Background: an optimization exercise with open tools, aiming at small area. Do not read the settings as production practice. At most, simulation tests tie the RTL to the original design; equivalence was not proved. The RTL of runs 1 to 5 was laid out without a check of its function.

## flow/flow/run.sh

```bash
#!/bin/bash
# The standard layout (standard.sh), with one change: Yosys does not
# extract full adders (ADDER_MAP_FILE empty), so ABC maps the adders.
set -euo pipefail
bash standard.sh ADDER_MAP_FILE= finish > standard.log 2>&1
```

## flow/standard.sh

```bash
#!/bin/bash
# synth_recipe.tcl (not shown) runs the flow's synth.tcl, then flattens the netlist and writes it again
# the make line also repeats each setting of config.mk as NAME=value (left out here)
make -C /OpenROAD-flow-scripts/flow DESIGN_CONFIG=/design/flow/config.mk WORK_HOME=/design/flow/orfs CLKGATE_MAP_FILE= SYNTH_SCRIPT=/design/flow/synth_recipe.tcl "${@:-finish}"
```

## flow/config.mk

```make
export PLATFORM = sky130hd
export DESIGN_NAME = Sobel
export DESIGN_NICKNAME = Sobel
export VERILOG_FILES = /design/flow/design.v
export SDC_FILE = /design/flow/constraint.sdc
export NUM_CORES = 4
export LEC_CHECK = 0
export ABC_AREA = 1
export CAP_MARGIN = 20
export CORE_MARGIN = 2
export CORE_UTILIZATION = 40
export SLEW_MARGIN = 20
```

## flow/constraint.sdc

```tcl
create_clock -name core_clock -period 7.0 [get_ports {clk}]
set_input_delay 1.4000 -clock core_clock [delete_from_list [all_inputs] [get_ports {clk}]]
set_output_delay 1.4000 -clock core_clock [all_outputs]
set_load 0.01 [all_outputs]
```

## flow/design.v

```verilog
`timescale 1ns / 1ps
module Sobel(
	clk, rst,
	valid_in,
	data_in,
	valid_sob,
	mor,
	the
    );
parameter WIDE = 64,
          HIGN = 64,
          DW = 8;
input clk, rst;
input valid_in;
input [DW-1:0] data_in;
output reg valid_sob;
output [DW-1:0] mor;
output [3:0] the;
localparam [15:0] REGS = 16'h5554;
localparam integer NREG = 0 + REGS[0]+REGS[1]+REGS[2]+REGS[3]+REGS[4]+REGS[5]+REGS[6]+REGS[7]
                + REGS[8]+REGS[9]+REGS[10]+REGS[11]+REGS[12]+REGS[13]+REGS[14]+REGS[15];
localparam LAT = WIDE + NREG - 1;
wire [DW-1:0] tap_r1, tap_r1m, tap_r2;
Line_buff #(.NUM(2*WIDE), .DW(DW)) lb(
	.clk(clk),
	.data_in(data_in),
	.tap_a(tap_r1),     
	.tap_b(tap_r1m),    
	.tap_c(tap_r2)      
	);
reg [5:0] col, row;
always @(posedge clk or negedge rst)
	if(!rst) begin
		col <= 6'd0;
		row <= 6'd0;
	end else if(valid_in) begin
		col <= col + 1'b1;
		if(col == WIDE-1)
			row <= row + 1'b1;
	end
wire inner = valid_in && (row >= 2) && (col != 0) && (col != WIDE-1);
wire [DW-1:0] gx = inner ? tap_r1 - tap_r1m : {DW{1'b0}};
wire [DW-1:0] gy = inner ? tap_r2 - data_in : {DW{1'b0}};
Cordic_top #(.REGS(REGS)) cor(
	.clk(clk),
	.gx(gx),
	.gy(gy),
	.mag(mor),
	.bin(the)
	);
reg [6:0] since_end;
wire frame_end = valid_in && (row == HIGN-1) && (col == WIDE-1);
always @(posedge clk or negedge rst)
	if(!rst)
		since_end <= 7'h7f;
	else if(frame_end)
		since_end <= 7'd1;
	else if(since_end != 7'h7f)
		since_end <= since_end + 1'b1;
wire valid_lat = (valid_in && ({row, col} >= LAT)) || (since_end <= LAT);
always @(posedge clk or negedge rst)
	if(!rst)
		valid_sob <= 1'b0;
	else
		valid_sob <= valid_lat;
endmodule
`timescale 1ns / 1ps
module Line_buff(
	clk,
	data_in,
	tap_a,
	tap_b,
	tap_c
    );
parameter NUM = 128,
          DW = 8;
input clk;
input [DW-1:0] data_in;
output [DW-1:0] tap_a, tap_b, tap_c;
reg [DW-1:0] sr[1:NUM];
integer i;
always @(posedge clk) begin
	sr[1] <= data_in;
	for(i = 2; i <= NUM; i = i + 1)
		sr[i] <= sr[i-1];
end
assign tap_a = sr[NUM/2-1];
assign tap_b = sr[NUM/2+1];
assign tap_c = sr[NUM];
endmodule
`timescale 1ns / 1ps
module Cordic_top(
	clk,
	gx, gy,
	mag, bin
    );
parameter [15:0] REGS = 16'hffff;
input clk;
input [7:0] gx, gy;
output [7:0] mag;
output [3:0] bin;
wire sx = gx[7], sy = gy[7];
wire [7:0] ax = sx ? 8'd0 - gx : gx;
wire [7:0] ay = sy ? 8'd0 - gy : gy;
wire fl = ax < ay;
wire [7:0] ox = fl ? ay : ax;
wire [7:0] oy = fl ? ax : ay;
wire [7:0] x0 = ox + oy;
wire [7:0] y0 = oy - ox;
wire z00  = ~|{ax, ay};
wire b128 = ax[7] & ay[7];
wire [19:0] xw[0:14], yw[0:14];
wire [8:0]  sw[0:14];
wire [4:0]  fw[0:14];    
Cordic_pipe #(.W(54), .EN(REGS[0])) p0(.clk(clk),
	.d({{x0, 12'b0}, {y0, 12'b0}, 9'b0, fl, sx, sy, z00, b128}),
	.q({xw[0], yw[0], sw[0], fw[0]}));
genvar n;
generate
for(n = 1; n <= 14; n = n + 1) begin : step
	wire [19:0] xo, yo;
	wire [8:0] so;
	wire [4:0] fo;
	Cordic_ir_unit #(.N(n)) u(
		.in_x(xw[n-1]), .in_y(yw[n-1]),
		.out_x(xo), .out_y(yo));
	if(n <= 9)
		assign so = {sw[n-1][7:0], ~yw[n-1][19]};
	else
		assign so = sw[n-1];
	if(n == 9) begin : binning
		wire [3:0] b;
		Cordic_post bp(.sig(so), .flags(fw[n-1]), .bin(b));
		assign fo = {b, 1'b0};
	end else begin : keep
		assign fo = fw[n-1];
	end
	Cordic_pipe #(.W(54), .EN(REGS[n])) p(.clk(clk),
		.d({xo, yo, so, fo}), .q({xw[n], yw[n], sw[n], fw[n]}));
end
endgenerate
wire [7:0] m;
Coridc_pre sc(.x(xw[14]), .mag(m));
Cordic_pipe #(.W(12), .EN(REGS[15])) po(.clk(clk),
	.d({m, fw[14][4:1]}), .q({mag, bin}));
endmodule
module Cordic_pipe(clk, d, q);
parameter W = 1, EN = 1;
input clk;
input [W-1:0] d;
output [W-1:0] q;
generate
if(EN) begin : r
	reg [W-1:0] q_r;
	always @(posedge clk)
		q_r <= d;
	assign q = q_r;
end else begin : w
	assign q = d;
end
endgenerate
endmodule
`timescale 1ns / 1ps
module Coridc_pre(x, mag);
input [19:0] x;
output [7:0] mag;
wire s = x[19];
wire [19:0] x1 = {s, x[19:1]} + {2'b00, s, x[19:3]};
wire [19:0] x2 = {5'b0, s, x[19:6]} + {8'b0, s, x[19:9]};
wire [19:0] x3 = x1 - x2;
wire [19:0] x4 = {11'b0, x3[19], x3[19:12]};
wire [19:0] x5 = x3 - x4;
assign mag = x5[19:12];
endmodule
`timescale 1ns / 1ps
`timescale 1ns / 1ps
module Cordic_ir_unit(
	in_x, in_y,
	out_x, out_y
    );
parameter N = 1;
input [19:0] in_x, in_y;
output [19:0] out_x, out_y;
wire neg = in_y[19];
wire [19:0] dx = $signed(in_x) >>> N;
wire [19:0] dy = $signed(in_y) >>> N;
assign out_x = add_c(in_x, dy ^ {20{neg}}, neg);
assign out_y = add_c(in_y, dx ^ {20{~neg}}, ~neg);
function [19:0] add_c;
	input [19:0] a, b;
	input ci;
	integer i;
	reg c;
	begin
		c = ci;
		for(i = 0; i < 20; i = i + 1) begin
			add_c[i] = a[i] ^ b[i] ^ c;
			c = (a[i] & b[i]) | (a[i] & c) | (b[i] & c);
		end
	end
endfunction
endmodule
`timescale 1ns / 1ps
module Cordic_post(sig, flags, bin);
input [8:0] sig;
input [4:0] flags;       
output [3:0] bin;
wire fl = flags[4], sx = flags[3], sy = flags[2], z00 = flags[1], b128 = flags[0];
wire [2:0] base =
	z00          ? 3'd0 :
	b128         ? 3'd2 :
	(sig[8] & sig[7]) ? 3'd4 :
	(sig >= 9'b011000110) ? 3'd2 :
	(sig >= 9'b001011111) ? 3'd1 : 3'd0;
wire [3:0] v1 = fl ? 4'd4 - base : {1'b0, base};
wire [3:0] v2 = sx ? 4'd8 - v1 : v1;
assign bin = sy ? 4'd0 - v2 : v2;
endmodule
```

==> impl_metrics.csv, run 1 <==
group,metric,value,unit
synth,synth_area_leaders,"dfxtp_1 57%, nand2_1 11%, xor2_1 7.3%",
synth,ys_ff_latch,1332,
routing,drcViolationCount,0,
hold_path,min_to,"lb.sr[124][6]",
placement,post_dp_cell_area,49490,um^2
die,rows,124,
finish,layout.nets,5407,
hold_path,min_from,"lb.sr[123][6]",
run_status,status,"finished with violations",
setup_path,reg2reg_depth,55,
synth,yosysTopAreaCell,"dfxtp_1",
setup_path,crit_fanout,4,
setup_path,crit_path_max_incr_delay,0.38,ns
die,dieArea,118200,um^2
routing,detail-route-antenna-nets,0,
routing,routed_wl,77.16,mm
run_status,so_faults,"negative setup slack",
setup_path,slowest_stage,"dfxtp_4",
setup_path,ff2ff_setup_slack,0.71,ns
flow_run,drv_cap,0,
global_route,track_usage,13.23,%
synth,ys_warn_count,18,
synth,synth.cell_area,46180,um^2
timing,min_period,7.181,ns
die,fp.dieH,343.8,um
timing,setup_violations,4,
clock_network,clkLatencyLatePin,0.73,ns
finish,synthToLayoutAreaGrowth,18.32,%
global_route,grt_overflow,0,
die,fp.coreArea,114500,um^2
clock_network,cts_made_buffers,119,
setup_path,crit_buf_inv,11,
placement,post-dp-hpwl,55.76,mm
setup_path,crit_path_end_kind,"output pin",
placement,place_congestion,0.7969,
clock_network,cts_root_buf,"clkbuf_16",
timing,grt_setup_unrepaired,"true",
timing,layout_setup_ws,-0.1808,ns
synth,yosys.area.top_type_share,56.87,%
finish,final_area,54640,um^2
clock_network,path_clk_slew,0.07,ns
clock_network,cts_max_path_buffers,3,
finish,multiInputGateArea,17520,um^2
timing,relSlewSlack,40.17,%
global_route,grt_max_degree,24,
clock_network,cts_tree,"yes",
global_route,grt_pass1_wl,128.4,mm
synth,synth_nets,5044,
hold_path,hold_path_depth,0,
routing,firstDrtPassIters,7,
setup_path,worst_setup_path_start_kind,"flop",
setup_path,arrival,5.78,ns
timing,final_hold_viol_count,0,
synth,postSynth.asyncResetShare,1.502,%
die,dieWidth,343.8,um
finish,fin_util,47.72,%
setup_path,path_delay_family,"simple AND/OR/NAND/NOR gates",
finish,regArea,26800,um^2
timing,max_freq,139.3,MHz
routing,vias,28960,
hold_path,hold_class,"reg2reg",
die,start_util,40.33,%
timing,final.period_utilization,102.6,%
synth,synth_cell_type_count,64,
finish,post_route_cells_drive_above_1_share,19.80,%
timing,holdWs,0.2852,ns
routing,routedWlPerCell,11.01,um
die,ios,24,
routing,drt-initial-drc-count,763,
setup_path,reg2reg_to,"cor.step[2].p.r.q_r[52]",
finish,insertedDiodeCount,0,
timing,fin_skew,0.05139,ns
synth,yosys_most_used_dff,"dfxtp_1",
setup_path,worstPathRequired,5.60,ns
clock_network,cts_hold_buf,0,
placement,portBuffers,23,
routing,viasPerCell,4.133,
global_route,grt_pass1_vias,27380,
setup_path,reg2reg_from,"col[0]",
finish,filler_cell_count,10680,
setup_path,path_class,"reg2out",
timing,tightest_slew,0.8947,ns
global_route,antenna_found_initial,0,
synth,synth_edf_count,0,
timing,final-max-slew-violation-count,0,
synth,synth_cells,5033,
clock_network,htreeDepth,3,
clock_network,clock-sinks,1332,
synth,seq_area_frac_synth,57.97,%
synth,avgSynthCellArea,9.176,um^2
[cells in the mapped netlist (3+ instances only)]
library cell and number:
nor3_1 14, nand2_4 11, dfstp_2 7, o31ai_1 5, nor2_2 25, nand3_2 10, or2_2 230, inv_2 23
nand3_1 86, o21ai_2 6, nor3_2 3, inv_1 518, nand3b_1 4, nand2_2 176, nor2_4 3, a21oi_2 6
dfxtp_1 1312, a21oi_1 78, o21ai_0 81, nand2_1 1354, xor2_2 10, o21a_1 3, maj3_1 3, buf_6 14
nor4_1 3, dfrtp_1 13, xor2_1 387, clkbuf_1 19, buf_4 4, nand4_1 10, clkinv_1 4, or2_1 23
xnor2_1 255, o21ai_1 17, nor2_1 272, a31oi_1 8, buf_2 4
[worst register-to-register path: cells and delay by family, from the launching register on]
kind | cells | cell delay (ns)
AOI/OAI and AO/OA | 2 | 0.43
xor gates and xnor gates | 4 | 0.64
buffers and inverters | 10 | 1.08
DFF | 1 | 0.39
and+or+nand+nor | 39 | 3.67
[timing repair]
action,CTS,global route
pin swaps,31,66
endpoints found under the hold margin,0,0
gates cloned,0,1
resized for setup,67,116
endpoints found under the setup margin,7,51
setup buffers,26,42
[worst max path at each step]
stage | startpoint | end | cells after the start | slack [ns]
2_1_floorplan | cor.step[14].p.r.q_r[43] | mor[4] | 39 | 0.40
3_5_place_dp | data_in[1] | cor.step[2].p.r.q_r[33] | 65 | -0.74
5_1_grt | cor.step[14].p.r.q_r[46] | mor[4] | 33 | -0.59
6_report | cor.step[14].p.r.q_r[43] | mor[4] | 38 | -0.18
3_3_place_gp | data_in[1] | cor.step[2].p.r.q_r[33] | 65 | -0.65
4_1_cts | cor.step[14].p.r.q_r[43] | mor[4] | 38 | -0.41
[sequential cells by signal, indices dropped and copies added, names as in the netlist]
register	count
lb.sr	1024
row	6
valid_sob	1
cor.step.p.r.q_r	288
since_end	7
col	6
[metal layers]
layer  global-route usage, %  vias up  share of wire, %
met5                       0        -                 0
met4                   4.647        0               2.7
met3                   2.310      144               2.9
met2                   22.40      213                46
met1                   16.97    12710                49
li1                        -    15890                 -
[metrics by stage]
step                      instances  TNS (ns)  setup slack (ns)
after floorplan                5033         0            0.3991
after global placement         6720    -6.379           -0.6484
after detailed placement       6720    -8.576           -0.7377
after CTS                      6965    -1.494           -0.4131
after global routing           7007    -2.670           -0.5907
final                          7007   -0.4440           -0.1808
[cells by family (layout without fill, tap and decap cells)]
logic type | Yosys count | after routing | share of synthesized area, %
flops | 1332 | 1332 | 57.97
compound gates | 221 | 221 | 2.717
fa+ha+maj | 3 | 3 | 0.06502
simple gates | 2230 | 2231 | 21.46
buf+inv | 593 | 1054 | 5.185
xor+xnor | 654 | 654 | 12.60
[area by class of cell]
| type | count | area share [%] |
|---|---|---|
| clock buffer | 171 | 6.267 |
| inverter | 548 | 3.799 |
| clock inverter | 49 | 1.234 |
| sequential | 1332 | 49.05 |
| tap | 1512 | 3.462 |
| timing repair buffer | 286 | 4.133 |
| multi-input combinational | 3109 | 32.05 |
[placed cells by master, fill, tap and decap left out, types with 78 or more instances in the layout]
cell,synthesis,final
xor2_1,387,381
dfxtp_1,1312,1302
buf_4,4,254
nor2_1,272,251
clkbuf_16,0,120
inv_1,518,514
xnor2_1,255,249
nand2_1,1354,1337
nand2_2,176,188
or2_2,230,228
nand3_1,86,78
==> inputs of run 2 (changes only) <==
--- a/flow/design.v
+++ b/flow/design.v
@@ -95,5 +95,6 @@
 	mag, bin
     );
-parameter [15:0] REGS = 16'hffff;
+parameter [15:0] REGS = 16'h5554;
+parameter KW = 5;
 input clk;
 input [7:0] gx, gy;
@@ -101,18 +102,16 @@
 output [3:0] bin;
 wire sx = gx[7], sy = gy[7];
-wire [7:0] ax = sx ? 8'd0 - gx : gx;
-wire [7:0] ay = sy ? 8'd0 - gy : gy;
-wire fl = ax < ay;
-wire [7:0] ox = fl ? ay : ax;
-wire [7:0] oy = fl ? ax : ay;
-wire [7:0] x0 = ox + oy;
-wire [7:0] y0 = oy - ox;
-wire z00  = ~|{ax, ay};
-wire b128 = ax[7] & ay[7];
+wire [7:0] ax = add8(gx ^ {8{sx}}, 8'd0, sx);
+wire [7:0] ay = add8(gy ^ {8{sy}}, 8'd0, sy);
+wire [8:0] dd = add9({1'b0, ax}, {1'b0, ~ay}, 1'b1);
+wire fl = ~dd[8];                      
+wire [7:0] x0 = add8(ax, ay, 1'b0);    
+wire [7:0] y0 = add8(dd[7:0] ^ {8{~fl}}, 8'd0, ~fl);
+wire xy0 = ~|{ax, ay} | (ax[7] & ay[7]);
 wire [19:0] xw[0:14], yw[0:14];
 wire [8:0]  sw[0:14];
-wire [4:0]  fw[0:14];    
-Cordic_pipe #(.W(54), .EN(REGS[0])) p0(.clk(clk),
-	.d({{x0, 12'b0}, {y0, 12'b0}, 9'b0, fl, sx, sy, z00, b128}),
+wire [3:0]  fw[0:14];    
+Cordic_pipe #(.W(53), .EN(REGS[0])) p0(.clk(clk),
+	.d({{x0, 12'b0}, {y0, 12'b0}, 9'b0, fl, sx, sy, xy0}),
 	.q({xw[0], yw[0], sw[0], fw[0]}));
 genvar n;
@@ -121,20 +120,32 @@
 	wire [19:0] xo, yo;
 	wire [8:0] so;
-	wire [4:0] fo;
-	Cordic_ir_unit #(.N(n)) u(
-		.in_x(xw[n-1]), .in_y(yw[n-1]),
-		.out_x(xo), .out_y(yo));
+	wire [3:0] fo;
+	wire sgn;    
+	if(n < KW) begin : std
+		Cordic_ir_unit #(.N(n)) u(
+			.in_x(xw[n-1]), .in_y(yw[n-1]),
+			.out_x(xo), .out_y(yo));
+		assign sgn = yw[n-1][19];
+	end else begin : mag
+		wire [19:0] v;
+		if(n == KW)
+			assign v = {yw[n-1][19], yw[n-1][18:0] ^ {19{yw[n-1][19]}}};
+		else
+			assign v = yw[n-1];
+		Cordic_core #(.N(n)) u(
+			.in_x(xw[n-1]), .in_v(v),
+			.out_x(xo), .out_v(yo));
+		assign sgn = v[19];
+	end
 	if(n <= 9)
-		assign so = {sw[n-1][7:0], ~yw[n-1][19]};
+		assign so = {sw[n-1][7:0], ~sgn};
 	else
 		assign so = sw[n-1];
 	if(n == 9) begin : binning
-		wire [3:0] b;
-		Cordic_post bp(.sig(so), .flags(fw[n-1]), .bin(b));
-		assign fo = {b, 1'b0};
+		Cordic_post bp(.sig(so), .flags(fw[n-1]), .bin(fo));
 	end else begin : keep
 		assign fo = fw[n-1];
 	end
-	Cordic_pipe #(.W(54), .EN(REGS[n])) p(.clk(clk),
+	Cordic_pipe #(.W(53), .EN(REGS[n])) p(.clk(clk),
 		.d({xo, yo, so, fo}), .q({xw[n], yw[n], sw[n], fw[n]}));
 end
@@ -143,5 +154,31 @@
 Coridc_pre sc(.x(xw[14]), .mag(m));
 Cordic_pipe #(.W(12), .EN(REGS[15])) po(.clk(clk),
-	.d({m, fw[14][4:1]}), .q({mag, bin}));
+	.d({m, fw[14]}), .q({mag, bin}));
+function [7:0] add8;
+	input [7:0] a, b;
+	input ci;
+	integer i;
+	reg c;
+	begin
+		c = ci;
+		for(i = 0; i < 8; i = i + 1) begin
+			add8[i] = a[i] ^ b[i] ^ c;
+			c = (a[i] & b[i]) | (a[i] & c) | (b[i] & c);
+		end
+	end
+endfunction
+function [8:0] add9;
+	input [8:0] a, b;
+	input ci;
+	integer i;
+	reg c;
+	begin
+		c = ci;
+		for(i = 0; i < 9; i = i + 1) begin
+			add9[i] = a[i] ^ b[i] ^ c;
+			c = (a[i] & b[i]) | (a[i] & c) | (b[i] & c);
+		end
+	end
+endfunction
 endmodule
 module Cordic_pipe(clk, d, q);
@@ -166,12 +203,73 @@
 output [7:0] mag;
 wire s = x[19];
-wire [19:0] x1 = {s, x[19:1]} + {2'b00, s, x[19:3]};
-wire [19:0] x2 = {5'b0, s, x[19:6]} + {8'b0, s, x[19:9]};
-wire [19:0] x3 = x1 - x2;
-wire [19:0] x4 = {11'b0, x3[19], x3[19:12]};
-wire [19:0] x5 = x3 - x4;
-assign mag = x5[19:12];
-endmodule
-`timescale 1ns / 1ps
+wire [19:0] t1 = x >> 1;
+wire [19:0] t2 = x >> 3;
+wire [19:0] t3 = ~(x >> 6);
+wire [19:0] t4 = ~(x >> 9);
+wire [19:0] k = (s ? 20'h9b800 : 20'h0) + 20'd2;
+wire [19:0] u = t1 ^ t2 ^ t3;
+wire [19:0] v = {(t1[18:0] & t2[18:0]) | (t1[18:0] & t3[18:0]) | (t2[18:0] & t3[18:0]), 1'b0};
+wire [19:0] p = u ^ v ^ t4;
+wire [19:0] q = {(u[18:0] & v[18:0]) | (u[18:0] & t4[18:0]) | (v[18:0] & t4[18:0]), 1'b0};
+wire [19:0] r = p ^ q ^ k;
+wire [19:0] c = {(p[18:0] & q[18:0]) | (p[18:0] & k[18:0]) | (q[18:0] & k[18:0]), 1'b0};
+wire [19:0] x3 = add20(r, c);
+wire [7:0] h = x3[19:12];
+wire lt = x3[11:0] < {3'b0, x3[19], h};
+assign mag = lt ? add8(h, 8'hff, 1'b0) : h;
+function [19:0] add20;
+	input [19:0] a, b;
+	integer i;
+	reg c;
+	begin
+		c = 1'b0;
+		for(i = 0; i < 20; i = i + 1) begin
+			add20[i] = a[i] ^ b[i] ^ c;
+			c = (a[i] & b[i]) | (a[i] & c) | (b[i] & c);
+		end
+	end
+endfunction
+function [7:0] add8;
+	input [7:0] a, b;
+	input ci;
+	integer i;
+	reg c;
+	begin
+		c = ci;
+		for(i = 0; i < 8; i = i + 1) begin
+			add8[i] = a[i] ^ b[i] ^ c;
+			c = (a[i] & b[i]) | (a[i] & c) | (b[i] & c);
+		end
+	end
+endfunction
+endmodule
+`timescale 1ns / 1ps
+module Cordic_core(
+	in_x, in_v,
+	out_x, out_v
+    );
+parameter N = 5;
+input [19:0] in_x, in_v;
+output [19:0] out_x, out_v;
+wire s = in_v[19];
+wire [19:0] w = {1'b0, in_v[18:0]};
+wire [19:0] dx = $signed(in_x) >>> N;
+assign out_x = add_c(in_x, w >> N, s);
+wire [19:0] d = add_c(w, ~dx, 1'b1);
+assign out_v = {s ^ d[19], d[18:0] ^ {19{d[19]}}};
+function [19:0] add_c;
+	input [19:0] a, b;
+	input ci;
+	integer i;
+	reg c;
+	begin
+		c = ci;
+		for(i = 0; i < 20; i = i + 1) begin
+			add_c[i] = a[i] ^ b[i] ^ c;
+			c = (a[i] & b[i]) | (a[i] & c) | (b[i] & c);
+		end
+	end
+endfunction
+endmodule
 `timescale 1ns / 1ps
 module Cordic_ir_unit(
@@ -204,10 +302,9 @@
 module Cordic_post(sig, flags, bin);
 input [8:0] sig;
-input [4:0] flags;       
+input [3:0] flags;       
 output [3:0] bin;
-wire fl = flags[4], sx = flags[3], sy = flags[2], z00 = flags[1], b128 = flags[0];
+wire fl = flags[3], sx = flags[2], sy = flags[1], xy0 = flags[0];
 wire [2:0] base =
-	z00          ? 3'd0 :
-	b128         ? 3'd2 :
+	xy0               ? {1'b0, sx, 1'b0} :
 	(sig[8] & sig[7]) ? 3'd4 :
 	(sig >= 9'b011000110) ? 3'd2 :
==> run 2 against run 1 <==
First-iteration DRC count rose by 30%. Via count increased by 6.0%. Clock skew down 0.013 ns. Setup slack better by 0.11 ns. Still fails the layout checks on negative setup slack. Register-to-register slack got worse by 0.61 ns. Non-clock buffer count rose by 177.
==> impl_metrics.csv, run 2 <==
group,metric,value,unit
finish,fin_util,49.87,%
clock_network,cts_root_buf,"clkbuf_16",
timing,setup_violations,3,
timing,max_freq,141.4,MHz
routing,route.met3.wl,2.045,mm
routing,detail-route-antenna-nets,0,
global_route,track_usage,13.42,%
routing,routedWlPerCell,11.47,um
routing,top_layer,"met4",
synth,synth_fa_ha_area_share,0.1505,%
die,fp.dieH,345.2,um
routing,viasPerCell,4.247,
global_route,grt_max_degree,21,
finish,final_area,57800,um^2
synth,synth_nets,5080,
global_route,grt_pass1_wl,134.2,mm
global_route,antenna_found_initial,2,
timing,fin_skew,0.03794,ns
setup_path,crit_fanout,3,
synth,yosys_most_used_dff,"dfxtp_1",
synth,synth_edf_count,0,
finish,filler_cell_count,10540,
global_route,grt_pass1_vias,28590,
flow_run,drv_cap,0,
finish,layout.cells.most_common_list,"1295 x dfxtp_1, 1211 x nand2_1, 532 x inv_1, 408 x buf_4, 360 x xor2_1",
synth,ys_warn_count,20,
placement,post-dp-hpwl,58.24,mm
routing,routed_wl,82.97,mm
timing,final-max-slew-violation-count,0,
die,dieWidth,345.2,um
timing,tns,-0.1160,ns
finish,regArea,26720,um^2
timing,layout_setup_ws,-0.07165,ns
placement,place_congestion,0.8187,
timing,tightest_slew,0.9509,ns
finish,multiInputGateArea,19070,um^2
synth,netlist_top_cells_count,"1336 x nand2_1, 1308 x dfxtp_1, 543 x inv_1, 374 x xor2_1, 290 x nor2_1",
setup_path,crit_buf_inv,2,
setup_path,worstPathRequired,5.60,ns
routing,routed-wl-met2,39.21,mm
synth,synth.cell_area,46570,um^2
global_route,grt_overflow,0,
timing,min_period,7.072,ns
finish,layout.nets,5620,
synth,seq_area_frac_synth,57.32,%
synth,synthXorXnorAreaFrac,10.53,%
setup_path,worst_setup_path_start_kind,"flop",
setup_path,crit_top_cell,"nand2_1",
timing,grt_setup_unrepaired,"true",
synth,avgSynthCellArea,9.187,um^2
synth,yosys.area.top_type_share,56.23,%
routing,firstDrtPassIters,5,
routing,wl_met1,39.35,mm
die,start_util,40.18,%
clock_network,cts_hold_buf,0,
finish,largest_register_ffs,1024,
synth,synth_compound_area_share,4.167,%
setup_path,crit_path_max_incr_delay,0.42,ns
finish,layout_top_registers,"lb.sr: 1024 flops, cor.step.p.r.q_r: 284 flops, since_end: 7 flops",
synth,synth_area_leaders,"dfxtp_1 56%, nand2_1 11%, xor2_1 7.0%",
timing,final_hold_viol_count,0,
clock_network,cts_tree,"yes",
clock_network,clkLatencyLatePin,0.71,ns
clock_network,htreeDepth,3,
die,fp.coreArea,115900,um^2
die,dieArea,119200,um^2
run_status,so_faults,"negative setup slack",
routing,drt-initial-drc-count,994,
timing,final.period_utilization,101.0,%
finish,insertedDiodeCount,0,
clock_network,cts_made_buffers,119,
setup_path,arrival,5.67,ns
clock_network,path_clk_slew,0.06,ns
run_status,status,"finished with violations",
setup_path,path_class,"reg2out",
synth,postSynth.asyncResetShare,1.506,%
finish,regMostFlops,"lb.sr",
setup_path,slowest_stage,"or3_4",
placement,portBuffers,23,
synth,synth_top_family_by_area,"simple AND/OR/NAND/NOR gates",
die,rows,125,
synth,synth_cells,5069,
synth,yosysMostFrequentCell,"nand2_1",
setup_path,path_delay_family,"simple AND/OR/NAND/NOR gates",
finish,post_route_cells_drive_above_1_share,25.51,%
finish,final_common_cell,"dfxtp_1",
die,ios,24,
clock_network,cts_max_path_buffers,3,
clock_network,clock-sinks,1328,
hold_path,hold_class,"reg2reg",
synth,yosysTopAreaCell,"dfxtp_1",
routing,vias,30710,
synth,yosys.area_share.simple,22.33,%
synth,synth_cell_type_count,80,
synth,ys_ff_latch,1328,
synth,synthMuxAreaShare,0,%
routing,drcViolationCount,0,
timing,relSlewSlack,35.94,%
finish,synthToLayoutAreaGrowth,24.12,%
placement,post_dp_cell_area,50450,um^2
setup_path,crit_path_end_kind,"output pin",
[run 2: changes by cell type in the layout (fill, tap and decap cells not counted), sizes merged, moves of 27 or more]
cell,previous run,this run
nand3,96,180
a21oi,84,111
inv,548,578
xnor2,257,166
nand2,1542,1514
o21ai,104,136
or2,256,162
buf,270,444
[run 2: path summary, 6_finish.rpt]
path | startpoint | end | slack (ns) | depth (start not counted)
hold reg to reg | lb.sr[33][2] | lb.sr[34][2] | 0.31 | 0
setup / recovery | cor.step[14].p.r.q_r[36] | mor[6] | -0.07 | 41
setup reg to reg | cor.step[4].p.r.q_r[32] | cor.step[6].p.r.q_r[21] | 0.10 | 68
max in group asynchronous | rst | row[3] | 5.18 | 1
hold / removal | lb.sr[33][2] | lb.sr[34][2] | 0.31 | 0
min in group asynchronous | rst | col[2] | 1.22 | 1
[run 2: through the flow]
stage / worst slack, ns / instances / hold WS, ns
global route: -0.6154 / 7231 / 0.3175
finish: -0.07165 / 7231 / 0.3087
CTS: -0.2959 / 7093 / 0.3119
detailed placement: -0.9951 / 6840 / 0.3121
floorplan: 0.01818 / 5069 / 0.3096
global placement: -0.8179 / 6840 / 0.3096
[run 2: cells by family after synthesis]
logic type / count (synthesis)
flops: 1328
fa+ha+maj: 7
buf+inv: 626
compound gates: 307
simple gates: 2255
xor+xnor: 546
[run 2: layout make-up]
cell class                      instances  share of cell area (%)
Clock inverter                         52                   1.234
Timing Repair Buffer                  463                   6.477
Inverter                              577                   3.816
Clock buffer                          167                   5.931
Tap cell                             1524                   3.299
Multi-Input combinational cell       3119                   33.00
Sequential cell                      1328                   46.22
Timing Repair inverter                  1                 0.01948
[run 2: layer usage]
layer | vias to the layer above | global-route usage (%)
li1 | 16550 | -
met5 | - | 0
met2 | 264 | 22.65
met3 | 146 | 1.977
met4 | 0 | 5.075
met1 | 13750 | 17.35
[run 2: repair_timing]
item                                    CTS  global route
gates cloned                              0             8
setup buffers                            35           133
resized for setup                        81           402
pin swaps                                48           238
endpoints found under the hold margin     0             0
endpoints found under the setup margin   24           126
==> inputs of run 3 (changes only) <==
--- a/flow/config.mk
+++ b/flow/config.mk
@@ -10,3 +10,4 @@
 export CORE_MARGIN = 2
 export CORE_UTILIZATION = 40
+export CTS_BUF_LIST = sky130_fd_sc_hd__clkbuf_4
 export SLEW_MARGIN = 20
==> run 3 against run 2 <==
Maximum frequency shrank 5.0%. Synthesized cell count is the same. Utilization shrank 0.31 points. The layout still fails its checks (negative setup slack). Highest routed layer unchanged. Critical path type unchanged.
==> impl_metrics.csv, run 3 <==
group,metric,value,unit
run_status,status,"finished with violations",
run_status,so_faults,"negative setup slack",
timing,max_freq,134.3,MHz
synth,synth_cells,5069,
die,fp.dieH,345.2,um
placement,place_congestion,0.8187,
timing,min_period,7.448,ns
synth,synth_cell_type_count,80,
synth,yosys.area.top_type_share,56.23,%
global_route,grt_pass1_vias,30300,
routing,routedWlPerCell,11.14,um
setup_path,worst_setup_path_start_kind,"flop",
finish,regMostFlops,"lb.sr",
finish,filler_cell_count,10790,
finish,final_common_cell,"dfxtp_1",
die,dieArea,119200,um^2
finish,largest_register_ffs,1024,
finish,layout_top_registers,"lb.sr: 1024 flops, cor.step.p.r.q_r: 284 flops, since_end: 7 flops",
finish,layout.nets,5820,
placement,place_ws,-0.9951,ns
clock_network,cts_max_path_buffers,4,
die,ios,24,
synth,ys_warn_count,20,
clock_network,clkLatencyLatePin,1.11,ns
placement,post_dp_cell_area,50450,um^2
timing,layout_setup_ws,-0.4477,ns
synth,synth.cell_area,46570,um^2
hold_path,hold_path_depth,0,
global_route,grt_max_degree,21,
setup_path,path_class,"reg2out",
routing,viasPerCell,4.204,
hold_path,hold_class,"reg2reg",
timing,grt_setup_unrepaired,"true",
synth,avgSynthCellArea,9.187,um^2
synth,netlist_top_cells_count,"1336 x nand2_1, 1308 x dfxtp_1, 543 x inv_1, 374 x xor2_1, 290 x nor2_1",
synth,yosysTopAreaCell,"dfxtp_1",
die,start_util,40.18,%
clock_network,cts_hold_buf,0,
placement,post-dp-hpwl,58.24,mm
synth,postSynth.asyncResetShare,1.506,%
timing,holdWs,0.2554,ns
setup_path,worstPathRequired,5.60,ns
routing,drt-initial-drc-count,907,
setup_path,crit_path_end_kind,"output pin",
clock_network,htreeDepth,5,
finish,layout.cells.most_common_list,"1291 x dfxtp_1, 1213 x nand2_1, 532 x inv_1, 461 x clkbuf_4, 403 x buf_4",
synth,synth_nets,5080,
timing,relSlewSlack,35.04,%
routing,detail-route-antenna-nets,0,
clock_network,path_clk_slew,0.07,ns
timing,setup_violations,7,
synth,yosysMostFrequentCell,"nand2_1",
clock_network,cts_made_buffers,327,
synth,ys_ff_latch,1328,
setup_path,crit_top_cell,"nand2_1",
die,rows,125,
clock_network,clock-sinks,1328,
setup_path,crit_fanout,3,
setup_path,crit_path_max_incr_delay,0.42,ns
finish,synthToLayoutAreaGrowth,23.35,%
setup_path,arrival,6.05,ns
global_route,grt_pass1_wl,137.5,mm
timing,final_hold_viol_count,0,
timing,final.period_utilization,106.4,%
routing,firstDrtPassIters,4,
routing,vias,31720,
routing,routed_wl,84.01,mm
flow_run,drv_cap,0,
die,fp.coreArea,115900,um^2
timing,final-max-slew-violation-count,0,
placement,portBuffers,23,
routing,drcViolationCount,0,
synth,synth_area_leaders,"dfxtp_1 56%, nand2_1 11%, xor2_1 7.0%",
setup_path,reg2reg_depth,67,
synth,synth_edf_count,0,
die,dieWidth,345.2,um
finish,final_area,57440,um^2
global_route,track_usage,13.77,%
timing,tightest_slew,0.9643,ns
global_route,grt_overflow,0,
global_route,antenna_found_initial,4,
clock_network,cts_tree,"yes",
timing,tns,-2.336,ns
synth,yosys_most_used_dff,"dfxtp_1",
clock_network,cts_root_buf,"clkbuf_4",
setup_path,slowest_stage,"or3_4",
synth,seq_area_frac_synth,57.32,%
timing,fin_skew,0.08806,ns
finish,post_route_cells_drive_above_1_share,28.83,%
==> run 3: worst paths after layout <==
check,from,slack (ns),endpoint
worst max-delay path,cor.step[14].p.r.q_r[37],-0.45,mor[6]
worst min-delay path,lb.sr[97][5],0.26,lb.sr[98][5]
worst max register to register,cor.step[4].p.r.q_r[32],0.06,cor.step[6].p.r.q_r[15]
worst min register to register,lb.sr[97][5],0.26,lb.sr[98][5]
max in group asynchronous,rst,5.57,col[0]
min in group asynchronous,rst,0.84,col[2]
==> run 3: final cells by class <==
type                    count  area [um^2]  area share [%]
diodes                      5        12.51         0.02178
clock buffers             461         3461           6.025
clock inverters            74        426.7          0.7428
inverters                 577         2208           3.844
multi-input cells        3118        19030           33.12
flip-flops and latches   1328        26730           46.53
well taps                1524         1907           3.320
repair buffers            457         3675           6.397
==> run 3: what timing repair did <==
| action | CTS | global route |
|---|---|---|
| gates resized for setup | 69 | 415 |
| gates cloned | 0 | 5 |
| pin swaps | 30 | 208 |
| endpoints found under the setup margin | 23 | 118 |
| buffers inserted | 20 | 142 |
==> run 3: cell families (layout without fill, tap and decap cells) <==
kind of cell,Yosys count,count (layout),synth area share [%]
fa+ha+maj,7,7,0.1505
buf+inv,626,1569,5.497
other cells,0,5,0
simple gates,2255,2258,22.33
flops,1328,1328,57.32
xor+xnor,546,546,10.53
compound gates,307,307,4.167
==> run 3: critical path, delay by kind of cell, from the launching register on <==
kind                       cells  cell delay (ns)
buffers and inverters          4             0.35
and+or+nand+nor               23             2.35
adders and majority gates      2             0.34
AOI/OAI and AO/OA             11             1.28
DFF                            1             0.34
xor gates and xnor gates       2             0.33
==> run 3: per-stage QoR <==
step	utilization [%]	instances
after floorplan	-	5069
after global placement	43.53	6840
after detailed placement	43.53	6840
after CTS	47.11	7394
after global routing	49.57	7544
final	49.57	7544
==> run 3: metal layers <==
metal  global-route usage (%)  up-vias  share of wire [%]
met2                    22.71      300                 48
met4                    6.480        0                2.2
met3                    2.967      122                2.4
met1                    17.18    14160                 48
li1                         -    17140                  -
met5                        0        -                  0
==> inputs of run 4 (changes only) <==
--- a/flow/design.v
+++ b/flow/design.v
@@ -17,5 +17,5 @@
 output [DW-1:0] mor;
 output [3:0] the;
-localparam [15:0] REGS = 16'h5554;
+localparam [15:0] REGS = 16'hd554;
 localparam integer NREG = 0 + REGS[0]+REGS[1]+REGS[2]+REGS[3]+REGS[4]+REGS[5]+REGS[6]+REGS[7]
                 + REGS[8]+REGS[9]+REGS[10]+REGS[11]+REGS[12]+REGS[13]+REGS[14]+REGS[15];
@@ -95,6 +95,6 @@
 	mag, bin
     );
-parameter [15:0] REGS = 16'h5554;
-parameter KW = 5;
+parameter [15:0] REGS = 16'hd554;
+parameter KW = 15;
 input clk;
 input [7:0] gx, gy;
--- a/flow/config.mk
+++ b/flow/config.mk
@@ -9,5 +9,4 @@
 export CAP_MARGIN = 20
 export CORE_MARGIN = 2
-export CORE_UTILIZATION = 40
-export CTS_BUF_LIST = sky130_fd_sc_hd__clkbuf_4
+export CORE_UTILIZATION = 70
 export SLEW_MARGIN = 20
==> run 4 against run 3 <==
The layout still fails its checks (negative setup slack). First-iteration DRC count rose to 2.7 times the previous value. Non-clock buffer count fell by 297. Highest routed layer is now met5. Register-to-register slack got worse by 0.41 ns. Setup slack improved by 0.095 ns. Largest cell class unchanged. Hold slack improved by 0.027 ns. Critical endpoint is now cor.step[4].p.r.q_r[32].
==> impl_metrics.csv, run 4 <==
group,metric,value,unit
run_status,status,"finished with violations",
run_status,so_faults,"negative setup slack",
clock_network,cts_max_path_buffers,3,
clock_network,htreeDepth,3,
synth,ys_warn_count,21,
synth,yosys.area.top_type_share,57.02,%
timing,final.period_utilization,105.0,%
routing,detail-route-antenna-nets,0,
finish,layout.cells.most_common_list,"1333 x nand2_1, 1315 x dfxtp_1, 456 x inv_1, 376 x xor2_1, 269 x xnor2_1",
placement,place_ws,-0.4151,ns
finish,synthToLayoutAreaGrowth,14.31,%
synth,seq_area_frac_synth,58.12,%
routing,vias,31490,
timing,holdWs,0.2819,ns
timing,fin_skew,0.1207,ns
routing,routedWlPerCell,16.91,um
timing,tightest_slew,1.131,ns
die,fp.dieH,261.3,um
clock_network,clkLatencyLatePin,0.74,ns
finish,regArea,26950,um^2
synth,yosysMostFrequentCell,"nand2_1",
clock_network,clock-sinks,1340,
timing,min_period,7.353,ns
placement,portBuffers,23,
routing,drcViolationCount,0,
global_route,grt_max_degree,22,
global_route,track_usage,28.82,%
global_route,antenna_found_initial,4,
global_route,grt_pass1_wl,154.9,mm
synth,ys_ff_latch,1340,
die,start_util,70.62,%
finish,layout_top_registers,"lb.sr: 1024 flops, cor.step.p.r.q_r: 284 flops, cor.po.r.q_r: 12 flops",
finish,post_route_cells_drive_above_1_share,17.74,%
finish,largest_register_ffs,1024,
setup_path,crit_path_max_incr_delay,0.61,ns
timing,tns,-0.7869,ns
timing,setup_violations,3,
die,dieWidth,261.3,um
finish,filler_cell_count,3784,
setup_path,worst_setup_path_start_kind,"flop",
timing,final_hold_viol_count,0,
clock_network,cts_hold_buf,0,
clock_network,cts_made_buffers,118,
setup_path,worstPathRequired,7.59,ns
flow_run,drv_cap,0,
global_route,grt_overflow,0,
finish,regMostFlops,"lb.sr",
timing,relSlewSlack,24.04,%
synth,synth_edf_count,0,
synth,yosys_most_used_dff,"dfxtp_1",
clock_network,path_clk_slew,0.08,ns
die,dieArea,68280,um^2
setup_path,path_class,"reg2reg",
setup_path,slowest_stage,"dfxtp_1",
synth,synth_cells,4984,
clock_network,cts_tree,"yes",
finish,layout.nets,5230,
hold_path,hold_class,"reg2reg",
synth,synth_nets,4995,
setup_path,crit_path_end_kind,"flop",
finish,final_common_cell,"nand2_1",
die,fp.coreArea,65630,um^2
finish,fin_util,80.72,%
placement,place_congestion,0.8638,
placement,post-dp-hpwl,60.04,mm
routing,routed_wl,104.7,mm
routing,firstDrtPassIters,9,
timing,max_freq,136.0,MHz
synth,netlist_top_cells_count,"1357 x nand2_1, 1320 x dfxtp_1, 461 x inv_1, 383 x xor2_1, 270 x xnor2_1",
routing,drt-initial-drc-count,2471,
setup_path,crit_top_cell,"nand2_1",
timing,final-max-slew-violation-count,0,
finish,multiInputGateArea,17490,um^2
synth,yosysTopAreaCell,"dfxtp_1",
clock_network,cts_root_buf,"clkbuf_16",
synth,synth.cell_area,46340,um^2
synth,postSynth.asyncResetShare,1.493,%
die,rows,94,
setup_path,crit_fanout,13,
timing,layout_setup_ws,-0.3530,ns
global_route,grt_pass1_vias,30650,
die,ios,24,
synth,avgSynthCellArea,9.299,um^2
synth,synth_cell_type_count,75,
synth,synth_area_leaders,"dfxtp_1 57%, nand2_1 11%, xor2_1 7.2%",
routing,viasPerCell,5.088,
setup_path,arrival,7.94,ns
## run 4: cell count changes after synthesis, moves of 45 or more
cell	previous run	this run
or2_2	144	222
nand3_2	51	4
inv_1	543	461
nor2_1	290	224
nand2_2	156	201
xnor2_1	157	270
## run 4: metal layers
layer | global-route usage [%] | up-vias | part of all wire [%]
met2 | 51.37 | 1203 | 49
met5 | 0 | - | 0.021
li1 | - | 15570 | -
met3 | 5.323 | 456 | 6.5
met4 | 13.94 | 4 | 5.8
met1 | 33.40 | 14250 | 38
## run 4: timing repair
item                                    4_1_cts  5_1_grt
buffers inserted                              5       23
endpoints found under the setup margin        7       41
endpoints found under the hold margin         0        0
pin swaps                                     2       19
resized for setup                             7       91
## run 4: layout make-up
cell class | instances | share of cell area (%)
well taps | 864 | 2.041
multi-input cells | 3101 | 33.02
diodes | 3 | 0.01417
repair buffers | 160 | 2.501
inverters | 498 | 3.573
flip-flops and latches | 1340 | 50.87
clock inverters | 70 | 1.800
clock buffers | 153 | 6.181
## run 4: critical path: cells and delay by family, from the launching register on
family / cells / cell delay [ns]
DFF: 1 / 0.61
xor gates and xnor gates: 3 / 0.77
buffers and inverters: 5 / 0.96
AOI/OAI and AO/OA: 5 / 1.36
and+or+nand+nor: 27 / 3.53
## run 4: kinds of logic (layout without fill, tap and decap cells)
family                   count (synthesis)  in the layout  synth area share (%)
AO/OA/AOI/OAI                          223            223                 2.924
XOR/XNOR                               659            659                 12.58
adder cells (fa/ha/maj)                  2              2               0.04320
buffers and inverters                  543            881                 4.814
flip-flops                            1340           1340                 58.12
other                                    0              3                     0
AND/OR/NAND/NOR                       2217           2217                 21.53
## run 4: worst paths after layout
kind / start / end / slack (ns) / cells after the start
setup / recovery: cor.step[2].p.r.q_r[32] / cor.step[4].p.r.q_r[32] / -0.35 / 40
max in group asynchronous: rst / col[4] / 5.25 / 1
setup reg to reg: cor.step[2].p.r.q_r[32] / cor.step[4].p.r.q_r[32] / -0.35 / 40
hold / removal: lb.sr[36][6] / lb.sr[37][6] / 0.28 / 0
hold reg to reg: lb.sr[36][6] / lb.sr[37][6] / 0.28 / 0
min in group asynchronous: rst / valid_sob / 1.20 / 1
## run 4: through the flow
stage | cell area [um^2] | cells
global route | 52970 | 6186
finish | 52980 | 6189
global placement | 48140 | 5935
floorplan | 46340 | 4984
detailed placement | 48140 | 5935
CTS | 52450 | 6163
==> inputs of run 5 (changes only) <==
--- a/flow/config.mk
+++ b/flow/config.mk
@@ -10,3 +10,7 @@
 export CORE_MARGIN = 2
 export CORE_UTILIZATION = 70
+export CTS_BUF_LIST = sky130_fd_sc_hd__clkbuf_8
+export CTS_CLUSTER_DIAMETER = 60
+export CTS_CLUSTER_SIZE = 18
+export GPL_TIMING_DRIVEN = 0
 export SLEW_MARGIN = 20
==> run 5 against run 4 <==
The run now finishes clean. Non-clock buffer count fell by 68. Die area unchanged. Hold slack improved by 0.024 ns.
==> impl_metrics.csv, run 5 <==
group,metric,value,unit
clock_network,cts_tree,"yes",
finish,synthToLayoutAreaGrowth,7.230,%
placement,portBuffers,23,
clock_network,path_clk_slew,0.11,ns
synth,yosys_most_used_dff,"dfxtp_1",
finish,fin_util,75.72,%
synth,synth_cells,4984,
finish,layout_top_registers,"lb.sr: 1024 flops, cor.step.p.r.q_r: 284 flops, cor.po.r.q_r: 12 flops",
finish,layout.nets,5139,
clock_network,clock-sinks,1340,
synth,synth_cell_type_count,75,
setup_path,arrival,7.28,ns
setup_path,worst_setup_path_start_kind,"primary input",
global_route,grt_pass1_wl,127.6,mm
finish,regMostFlops,"lb.sr",
timing,final.period_utilization,95.12,%
die,fp.coreArea,65630,um^2
synth,yosysMostFrequentCell,"nand2_1",
synth,synth_nets,4995,
die,fp.dieH,261.3,um
global_route,track_usage,23.28,%
clock_network,cts_max_path_buffers,3,
finish,final_cells,6027,
timing,tightest_slew,0.9382,ns
routing,routedWlPerCell,13.09,um
setup_path,reg2reg_depth,35,
setup_path,crit_fanout,6,
timing,relSlewSlack,37.25,%
global_route,grt_max_degree,21,
routing,firstDrtPassIters,5,
finish,final_common_cell,"nand2_1",
clock_network,htreeDepth,3,
clock_network,clkLatencyLatePin,0.76,ns
setup_path,reg2reg_to,"cor.step[4].p.r.q_r[52]",
routing,drt-initial-drc-count,1361,
setup_path,crit_top_cell,"nand2_2",
synth,netlist_top_cells_count,"1357 x nand2_1, 1320 x dfxtp_1, 461 x inv_1, 383 x xor2_1, 270 x xnor2_1",
hold_path,hold_class,"reg2reg",
finish,largest_register_ffs,1024,
routing,vias,28890,
clock_network,cts_made_buffers,94,
timing,fin_skew,0.05042,ns
setup_path,crit_path_max_incr_delay,0.28,ns
setup_path,reg2reg_from,"cor.step[2].p.r.q_r[32]",
synth,ys_ff_latch,1340,
die,start_util,70.62,%
timing,setup_violations,0,
setup_path,crit_path_end,"cor.step[2].p.r.q_r[51]",
synth,avgSynthCellArea,9.299,um^2
die,ios,24,
setup_path,ff2ff_setup_slack,0.59,ns
routing,routed_wl,78.89,mm
placement,post-dp-hpwl,57.99,mm
synth,yosysTopAreaCell,"dfxtp_1",
placement,place_ws,-0.8018,ns
clock_network,cts_root_buf,"clkbuf_8",
setup_path,path_class,"in2reg",
die,dieWidth,261.3,um
flow_run,drv_cap,0,
timing,max_freq,150.2,MHz
synth,seq_area_frac_synth,58.12,%
setup_path,worstPathRequired,7.62,ns
setup_path,crit_path_end_kind,"flop",
synth,synth.cell_area,46340,um^2
finish,final_area,49700,um^2
placement,post_dp_cell_area,47660,um^2
timing,final-max-slew-violation-count,0,
synth,yosys.area.top_type_share,57.02,%
routing,detail-route-antenna-nets,0,
timing,final_hold_viol_count,0,
finish,layout.cells.most_common_list,"1350 x nand2_1, 1320 x dfxtp_1, 466 x inv_1, 380 x xor2_1, 269 x xnor2_1",
placement,place_congestion,0.8371,
timing,min_period,6.659,ns
synth,postSynth.asyncResetShare,1.493,%
die,dieArea,68280,um^2
timing,tns,0,ns
global_route,grt_pass1_vias,26940,
timing,layout_setup_ws,0.3413,ns
routing,viasPerCell,4.793,
synth,synth_edf_count,0,
die,rows,94,
global_route,grt_overflow,0,
global_route,antenna_found_initial,4,
setup_path,slowest_stage,"or2_4",
placement,dp_cells,5871,
finish,post_route_cells_drive_above_1_share,14.40,%
synth,synth_area_leaders,"dfxtp_1 57%, nand2_1 11%, xor2_1 7.2%",
routing,drcViolationCount,0,
setup_path,worstSetupStartpoint,"data_in[1]",
run_status,status,"timing/DRC/antenna clean",
synth,ys_warn_count,21,
-- run 5: how the worst min path moves through the flow --
stage                            startpoint              end  slack (ns)  cells past startpoint
floorplan           cor.step[14].p.r.q_r[0]  cor.po.r.q_r[0]        0.31                      0
global placement               lb.sr[13][1]     lb.sr[14][1]        0.31                      0
detailed placement             lb.sr[16][3]     lb.sr[17][3]        0.31                      0
CTS                            lb.sr[61][6]     lb.sr[62][6]        0.30                      0
global route                   lb.sr[13][3]     lb.sr[14][3]        0.30                      0
finish                         lb.sr[61][6]     lb.sr[62][6]        0.31                      0
-- run 5: per-stage QoR --
step           hold slack [ns]
6_report                0.3062
5_1_grt                 0.3030
3_5_place_dp            0.3121
3_3_place_gp            0.3095
4_1_cts                 0.2978
2_1_floorplan           0.3096
-- run 5: logic make-up after synthesis --
group	Yosys count	share of synthesized area, %
xor gates and xnor gates	659	12.58
buffers and inverters	543	4.814
and+or+nand+nor	2217	21.53
DFF	1340	58.12
AOI/OAI and AO/OA	223	2.924
adders and majority gates	2	0.04320
-- run 5: layout make-up --
cell class	instances	area, um^2
Multi-Input combinational cell	3102	17340
Clock inverter	34	371.6
Tap cell	864	1081
Timing Repair Buffer	47	410.4
Buffer	45	351.6
Sequential cell	1340	26930
Antenna cell	2	5.005
Clock buffer	95	1308
Fill cell	4531	15930
Inverter	498	1889
-- run 5: critical path, delay by kind of cell --
family / cells / cell delay, ns
and+or+nand+nor: 48 / 4.09
AOI/OAI and AO/OA: 5 / 0.81
buffers and inverters: 5 / 0.56
xor gates and xnor gates: 2 / 0.36
-- run 5: repair_timing --
item                                    4_1_cts  5_1_grt
hold buffers                                  0        0
buffers inserted                              0       24
resized for setup                             2       47
endpoints found under the setup margin        2       20
pin swaps                                     0       18
gates cloned                                  0        1
-- run 5: metal layers --
metal | GRT usage, % | vias up | wire length, um
li1 | - | 15300 | -
met1 | 30.45 | 13070 | 37040
met2 | 40.08 | 387 | 37260
met3 | 3.465 | 129 | 2686
met4 | 7.008 | 0 | 1900
met5 | 0 | - | 0
==> inputs of run 6 (changes only) <==
--- a/flow/design.v
+++ b/flow/design.v
@@ -96,5 +96,4 @@
     );
 parameter [15:0] REGS = 16'hd554;
-parameter KW = 15;
 input clk;
 input [7:0] gx, gy;
@@ -121,21 +120,8 @@
 	wire [8:0] so;
 	wire [3:0] fo;
-	wire sgn;    
-	if(n < KW) begin : std
-		Cordic_ir_unit #(.N(n)) u(
-			.in_x(xw[n-1]), .in_y(yw[n-1]),
-			.out_x(xo), .out_y(yo));
-		assign sgn = yw[n-1][19];
-	end else begin : mag
-		wire [19:0] v;
-		if(n == KW)
-			assign v = {yw[n-1][19], yw[n-1][18:0] ^ {19{yw[n-1][19]}}};
-		else
-			assign v = yw[n-1];
-		Cordic_core #(.N(n)) u(
-			.in_x(xw[n-1]), .in_v(v),
-			.out_x(xo), .out_v(yo));
-		assign sgn = v[19];
-	end
+	Cordic_ir_unit #(.N(n)) u(
+		.in_x(xw[n-1]), .in_y(yw[n-1]),
+		.out_x(xo), .out_y(yo));
+	wire sgn = yw[n-1][19];    
 	if(n <= 9)
 		assign so = {sw[n-1][7:0], ~sgn};
@@ -245,31 +231,4 @@
 endmodule
 `timescale 1ns / 1ps
-module Cordic_core(
-	in_x, in_v,
-	out_x, out_v
-    );
-parameter N = 5;
-input [19:0] in_x, in_v;
-output [19:0] out_x, out_v;
-wire s = in_v[19];
-wire [19:0] w = {1'b0, in_v[18:0]};
-wire [19:0] dx = $signed(in_x) >>> N;
-assign out_x = add_c(in_x, w >> N, s);
-wire [19:0] d = add_c(w, ~dx, 1'b1);
-assign out_v = {s ^ d[19], d[18:0] ^ {19{d[19]}}};
-function [19:0] add_c;
-	input [19:0] a, b;
-	input ci;
-	integer i;
-	reg c;
-	begin
-		c = ci;
-		for(i = 0; i < 20; i = i + 1) begin
-			add_c[i] = a[i] ^ b[i] ^ c;
-			c = (a[i] & b[i]) | (a[i] & c) | (b[i] & c);
-		end
-	end
-endfunction
-endmodule
 `timescale 1ns / 1ps
 module Cordic_ir_unit(
@@ -281,6 +240,6 @@
 output [19:0] out_x, out_y;
 wire neg = in_y[19];
-wire [19:0] dx = $signed(in_x) >>> N;
-wire [19:0] dy = $signed(in_y) >>> N;
+wire [19:0] dx = {{N{in_x[19]}}, in_x[19:N]};
+wire [19:0] dy = {{N{in_y[19]}}, in_y[19:N]};
 assign out_x = add_c(in_x, dy ^ {20{neg}}, neg);
 assign out_y = add_c(in_y, dx ^ {20{~neg}}, ~neg);
==> run 6 against run 5 <==
Non-clock buffer count fell by 17. Critical path type unchanged. Hold slack got worse by 0.0011 ns. Cell area rose by 0.52%.
==> impl_metrics.csv, run 6 <==
group,metric,value,unit
clock_network,clkLatencyLatePin,0.76,ns
clock_network,cts_made_buffers,92,
clock_network,clock-sinks,1340,
synth,yosys.area_share.simple,22.43,%
global_route,grt_max_degree,21,
finish,filler_cell_count,4561,
setup_path,reg2reg_depth,38,
routing,viasPerCell,4.739,
setup_path,crit_top_cell,"nand2_2",
global_route,grt_pass1_vias,27230,
run_status,status,"timing/DRC/antenna clean",
clock_network,cts_root_buf,"clkbuf_8",
setup_path,ff2ff_setup_slack,0.55,ns
hold_path,hold_path_depth,0,
finish,final_area,49950,um^2
setup_path,crit_fanout,10,
die,fp.dieH,262.9,um
timing,final_hold_viol_count,0,
synth,synth_compound_area_share,2.674,%
routing,routed_wl,78.46,mm
synth,ys_warn_count,21,
finish,layout_top_registers,"lb.sr: 1024 flops, cor.step.p.r.q_r: 284 flops, cor.po.r.q_r: 12 flops",
placement,post_dp_cell_area,48240,um^2
clock_network,path_clk_slew,0.11,ns
synth,synthXorXnorAreaFrac,12.23,%
finish,synthToLayoutAreaGrowth,6.453,%
timing,fin_skew,0.07080,ns
global_route,antenna_found_initial,2,
synth,synth_nets,5028,
finish,layout.nets,5151,
synth,synth_cells,5017,
finish,regMostFlops,"lb.sr",
finish,final_common_cell,"dfxtp_1",
global_route,track_usage,23.12,%
synth,synth_edf_count,0,
die,rows,94,
timing,relSlewSlack,38.19,%
setup_path,slowest_stage,"clkdlybuf4s50_1",
routing,detail-route-antenna-nets,0,
hold_path,hold_class,"reg2reg",
clock_network,cts_hold_buf,0,
hold_path,min_from,"lb.sr[118][3]",
die,fp.coreArea,66100,um^2
setup_path,reg2reg_from,"cor.step[2].p.r.q_r[32]",
die,dieArea,69120,um^2
placement,post-dp-hpwl,58.29,mm
finish,layout.cells.most_common_list,"1320 x dfxtp_1, 1255 x nand2_1, 507 x inv_1, 397 x xor2_1, 294 x nand2_2",
global_route,grt_overflow,0,
timing,setup_violations,0,
setup_path,crit_path_end_kind,"flop",
timing,tns,0,ns
synth,postSynth.asyncResetShare,1.493,%
routing,firstDrtPassIters,7,
finish,fin_util,75.58,%
timing,tightest_slew,0.9242,ns
setup_path,arrival,7.15,ns
hold_path,min_to,"lb.sr[119][3]",
synth,netlist_top_cells_count,"1320 x dfxtp_1, 1256 x nand2_1, 499 x inv_1, 397 x xor2_1, 293 x nand2_2",
synth,seq_area_frac_synth,57.40,%
setup_path,crit_path_max_incr_delay,0.58,ns
synth,yosysMostFrequentCell,"dfxtp_1",
placement,place_ws,-0.7108,ns
clock_network,htreeDepth,3,
finish,largest_register_ffs,1024,
routing,drt-initial-drc-count,1166,
routing,vias,28600,
timing,layout_setup_ws,0.4674,ns
synth,avgSynthCellArea,9.353,um^2
synth,yosys_most_used_dff,"dfxtp_1",
clock_network,cts_tree,"yes",
routing,drcViolationCount,0,
placement,portBuffers,23,
setup_path,worstPathRequired,7.62,ns
routing,routedWlPerCell,13.00,um
timing,final.period_utilization,93.32,%
synth,yosysTopAreaCell,"dfxtp_1",
setup_path,reg2reg_to,"cor.step[4].p.r.q_r[32]",
flow_run,drv_cap,0,
global_route,grt_pass1_wl,130.4,mm
die,ios,24,
synth,synth_top_family_by_area,"simple AND/OR/NAND/NOR gates",
placement,place_congestion,0.8593,
die,dieWidth,262.9,um
synth,synth_area_leaders,"dfxtp_1 56%, nand2_1 10%, xor2_1 7.4%",
synth,synth.cell_area,46930,um^2
timing,min_period,6.533,ns
die,start_util,70.99,%
timing,max_freq,153.1,MHz
clock_network,cts_max_path_buffers,3,
synth,yosys.area.top_type_share,56.31,%
synth,synth_fa_ha_area_share,0.2240,%
synth,synthMuxAreaShare,0,%
setup_path,path_class,"in2reg",
synth,synth_cell_type_count,70,
setup_path,worst_setup_path_start_kind,"primary input",
synth,ys_ff_latch,1340,
timing,final-max-slew-violation-count,0,
finish,post_route_cells_drive_above_1_share,16.25,%
==> run 6: changes by cell type after synthesis, moves of 6 or more <==
cell and delta:
xnor2_1 -21, xor2_1 +14, nor2_1 -6, or2_1 +9
nand2_4 +13, nand3_2 +23, nand2_1 -101, nand2_2 +92
nand3_1 -18, nor2_4 +9, inv_1 +38, o21ai_0 -15
==> run 6: worst max-delay path, delay by kind of cell <==
family                    cells  cell delay [ns]
and+or+nand+nor              46             4.31
buffers and inverters         4             0.87
AOI/OAI and AO/OA             3             0.39
xor gates and xnor gates      1             0.16
==> run 6: worst max path at each step <==
stage	slack (ns)	cells after the start	endpoint	start
2_1_floorplan	0.67	53	cor.step[2].p.r.q_r[32]	data_in[0]
3_3_place_gp	-0.64	54	cor.step[2].p.r.q_r[32]	data_in[0]
3_5_place_dp	-0.71	56	cor.step[2].p.r.q_r[31]	data_in[0]
4_1_cts	0.04	56	cor.step[2].p.r.q_r[31]	data_in[0]
5_1_grt	-0.08	57	cor.step[2].p.r.q_r[31]	data_in[1]
6_report	0.47	54	cor.step[2].p.r.q_r[31]	data_in[4]
==> run 6: cell families after synthesis <==
group                    after synthesis
AND/OR/NAND/NOR                     2234
flip-flops                          1340
XOR/XNOR                             651
buffers and inverters                576
AO/OA/AOI/OAI                        206
adder cells (fa/ha/maj)               10
==> run 6: repair_timing <==
| item | 4_1_cts | 5_1_grt |
|---|---|---|
| endpoints found under the setup margin | 0 | 13 |
| setup buffers | 0 | 6 |
| resized for setup | 0 | 17 |
==> run 6: area by class of cell <==
| cell class | count | area (um^2) | area share [%] |
|---|---|---|---|
| Clock buffer | 92 | 1266 | 2.535 |
| Timing Repair Buffer | 29 | 277.8 | 0.5560 |
| Clock inverter | 31 | 339.1 | 0.6788 |
| Tap cell | 864 | 1081 | 2.164 |
| Antenna cell | 2 | 5.005 | 0.01002 |
| Multi-Input combinational cell | 3101 | 17680 | 35.40 |
| Buffer | 46 | 371.6 | 0.7439 |
| Sequential cell | 1340 | 26930 | 53.92 |
| Inverter | 530 | 1997 | 3.998 |
==> run 6: metal layers <==
layer / GRT usage (%) / part of all wire, % / vias to the layer above
li1: - / - / 15300
met1: 30.32 / 47 / 12770
met2: 40.20 / 47 / 380
met3: 2.792 / 2.7 / 146
met4: 6.996 / 2.7 / 0
met5: 0 / 0 / -
==> run 6: through the flow <==
step	hold WS, ns	instances
6_report	0.3051	6035
5_1_grt	0.3060	6034
4_1_cts	0.2948	6027
3_5_place_dp	0.3121	5904
3_3_place_gp	0.3097	5904
2_1_floorplan	0.3096	5017

-- separate check: timing with driven ports --
How much do the figures lean on ideal ports? The routed layouts below were timed once more, with nothing changed but the port constraints. Step 1 sets driving cells, clkbuf_16 on the clock port and buf_2 on the other inputs (assumed; they add their load-dependent delay and slew). Step 2 also shifts input and output timing later by t, the mid clock arrival at the registers, as if the neighbouring blocks saw the same clock. Three values: no drivers, after step 1, after step 2; two values: the first two.
| run | t, ns | slack for setup (ns) | worst register clock-pin slew, ns |
|---|---|---|---|
| run 1 | 0.771 | -0.181 / -0.249 / -0.222 | 0.07 / 0.07 |
| run 2 | 0.758 | -0.072 / -0.140 / -0.516 | 0.07 / 0.07 |
| run 3 | 1.122 | -0.448 / -0.513 / -0.669 | 0.08 / 0.08 |
| run 4 | 0.752 | -0.353 / -0.353 / -0.436 | 0.08 / 0.08 |
| run 5 | 0.785 | 0.341 / 0.381 / -0.404 | 0.11 / 0.11 |
| run 6 | 0.787 | 0.467 / 0.504 / -0.283 | 0.11 / 0.11 |
Met with ideal ports but missed after step 2: setup timing in run 5 and run 6. For run 6, which loses most, drivers alone change the setup slack by +0.037 ns; drivers and shift together by -0.750 ns.
